What follows belongs to an exercise in optimizing a design on an open flow for small area and a short achievable clock period; a production flow would make more cautious choices. RTL that was checked went through simulation tests only; none was proved equivalent to the original.

// DCT_one_dimensional
module DCT_one_dimensional
(
    input   wire                    sys_clk         ,
    input   wire                    sys_rst_n       ,
    input   wire                    start           ,
    input   wire            [95:0]  DCT_data_in     ,
    output  wire    signed  [11:0]  DCT_data_o_z0   ,
    output  wire    signed  [11:0]  DCT_data_o_z1   ,
    output  wire    signed  [11:0]  DCT_data_o_z2   ,
    output  wire    signed  [11:0]  DCT_data_o_z3   ,
    output  wire    signed  [11:0]  DCT_data_o_z4   ,
    output  wire    signed  [11:0]  DCT_data_o_z5   ,
    output  wire    signed  [11:0]  DCT_data_o_z6   ,
    output  wire    signed  [11:0]  DCT_data_o_z7   ,
    output  wire                    data_en
);
reg     [8:1]   st      ;
always @(posedge sys_clk or negedge sys_rst_n)
    if (sys_rst_n == 1'b0)
        st <= 8'd0;
    else
        st <= {st[7:1], start};
assign data_en = st[8];
wire    b_first = st[1];
wire    b_last  = st[6];
wire    a_clr   = st[1];
  ...
Settings: LEC_CHECK=0, CAP_MARGIN=20, CORE_MARGIN=2, CORE_UTILIZATION=40, SETUP_SLACK_MARGIN=3.0, SLEW_MARGIN=20; clock period 5.0 ns.
run.sh (not shown) runs the stock make flow with config.mk's settings and CLKGATE_MAP_FILE= SYNTH_SCRIPT=/design/flow/synth_recipe.tcl, a recipe that flattens the netlist after the stock synthesis.
The first run finished with timing, DRC and antenna clean.
Next try:
SETUP_SLACK_MARGIN = 2.0   (was 3.0)
What happened: The changed run went through all stages and came out clean. Clock skew falls by 0.0083 ns. Final area falls by 4.6%. Global-route usage falls by 0.42 points. Wire length falls by about 4.4%. First-iteration DRC count rises by 0.66%. Critical path depth falls by 1. Register-to-register slack degrades by 0.03 ns. Clock-buffer cell count falls by 5. Hold slack stays flat.
Function was not checked in any run of this note: the RTL went through the layout flow alone.

========
Another version of the RTL of DCT_one_dimensional (not shown whole).
For scale: ~200 I/O pins.
## DCT_one_dimensional
module DCT_one_dimensional
(
    input   wire                    sys_clk         ,
    input   wire                    sys_rst_n       ,
    input   wire                    start           ,
    input   wire            [95:0]  DCT_data_in     ,
    output  wire    signed  [11:0]  DCT_data_o_z0   ,
    output  wire    signed  [11:0]  DCT_data_o_z1   ,
    output  wire    signed  [11:0]  DCT_data_o_z2   ,
    output  wire    signed  [11:0]  DCT_data_o_z3   ,
    output  wire    signed  [11:0]  DCT_data_o_z4   ,
    output  wire    signed  [11:0]  DCT_data_o_z5   ,
    output  wire    signed  [11:0]  DCT_data_o_z6   ,
    output  wire    signed  [11:0]  DCT_data_o_z7   ,
    output  wire                    data_en
);
reg     [9:1]   st      ;
always @(posedge sys_clk or negedge sys_rst_n)
    if (sys_rst_n == 1'b0)
        st <= 9'd0;
    else
        st <= {st[8:1], start};
assign data_en = st[9];
reg             busy    ;
always @(posedge sys_clk or negedge sys_rst_n)
    if (sys_rst_n == 1'b0)
        busy <= 1'b0;
    else if (start == 1'b1)
        busy <= 1'b1;
    else if (st[5] == 1'b1)
        busy <= 1'b0;
wire    b_last  = st[6];
wire    r_last  = st[7];
wire    a_clr   = st[2];
reg     [95:0]  xs      ;
wire    [95:0]  xs_nxt  ;
genvar          gi, gj;
generate
    for (gi = 0; gi < 8; gi = gi + 1) begin : g_smp
        for (gj = 0; gj < 12; gj = gj + 1) begin : g_bit
            if (gj >= 10) begin : g_top
                assign xs_nxt[12*gi+gj] = DCT_data_in[12*gi+gj];
            end else begin : g_shf
                assign xs_nxt[12*gi+gj] = busy ? xs[12*gi+gj+2] : DCT_data_in[12*gi+gj];
            end
        end
    end
endgenerate
always @(posedge sys_clk)
    xs <= xs_nxt;
reg     [3:0]   ce, cd  ;        
wire    [3:0]   ce_n, cd_n, el_n, eh_n, dl_n, dh_n;
generate
    for (gi = 0; gi < 4; gi = gi + 1) begin : g_bfly
        wire a0 = xs[12*gi];
        wire a1 = xs[12*gi+1];
        wire b0 = xs[12*(7-gi)];
        wire b1 = xs[12*(7-gi)+1] ^ b_last;
        wire n0 = ~xs[12*(7-gi)];
        wire n1 = ~xs[12*(7-gi)+1] ^ b_last;
        wire ec0 = ce[gi];
        wire es0 = a0 ^ b0 ^ ec0;
  ...
clock: 5.0 ns
lec_check: 0
abc_area: 1
cap_margin: 20
core_margin: 2
core_utilization: 40
cts_buf_list: sky130_fd_sc_hd__clkbuf_8 sky130_fd_sc_hd__clkbuf_16
cts_cluster_diameter: 100
cts_cluster_size: 28
setup_slack_margin: 2.6
slew_margin: 20
standard.sh (not shown) runs the stock make flow with config.mk's settings and CLKGATE_MAP_FILE= SYNTH_SCRIPT=/design/flow/synth_recipe.tcl, a recipe that flattens the netlist after the stock synthesis.
==> flow/flow/run.sh <==
#!/bin/bash
# The standard layout, with the I/O port buffers made from plain buffers
# (sky130_fd_sc_hd__buf_1) instead of the delay-cell buffers buffer_ports
# picks by default. Every port still gets its buffer.
set -euo pipefail
export BUFFER_PORTS_ARGS="-buffer_cell sky130_fd_sc_hd__buf_1"
bash standard.sh > standard.log 2>&1
The first run finished with timing, DRC and antenna clean.
==> next run, changes <==
CORE_UTILIZATION = 50   (was 40)
CTS_CLUSTER_SIZE = 25   (was 28)
SETUP_SLACK_MARGIN = 2.7   (was 2.6)
Outcome:
- critical path depth drops by 2
- via count climbs by 2.4%
- synthesized cell count is unchanged

-- re-timing with driven ports --
Ports are ideal in the flow. The routed layouts listed here were re-timed in OpenROAD.
Step 1 assumes that a clkbuf_16 drives the clock port and a buf_2 every other input.
Step 2 adds t to the input delays and takes it off the output delays; t is the mean of the earliest and latest rising clock arrival at the registers after step 1. Input paths then give back, and output paths get back, about the clock's delay inside the block.
Slacks: ideal ports / drivers / drivers and shift; pairs: ideal ports / drivers.
| run | t (ns) | setup slack, ns | worst setup path after step 2 | latest minus earliest clock arrival (ns) |
|---|---|---|---|---|
| the first run of note 1 | 0.653 | 1.131 / 1.131 / 1.131 | register to register | 0.034 / 0.035 |
| the second run of note 1 | 0.651 | 1.102 / 1.102 / 1.102 | register to register | 0.023 / 0.023 |
| the first run of note 2 | 0.609 | 2.677 / 2.677 / 2.677 | register to register | 0.037 / 0.037 |
| the second run of note 2 | 0.609 | 2.592 / 2.592 / 2.592 | register to register | 0.030 / 0.031 |
After both steps every run listed still meets setup and hold.
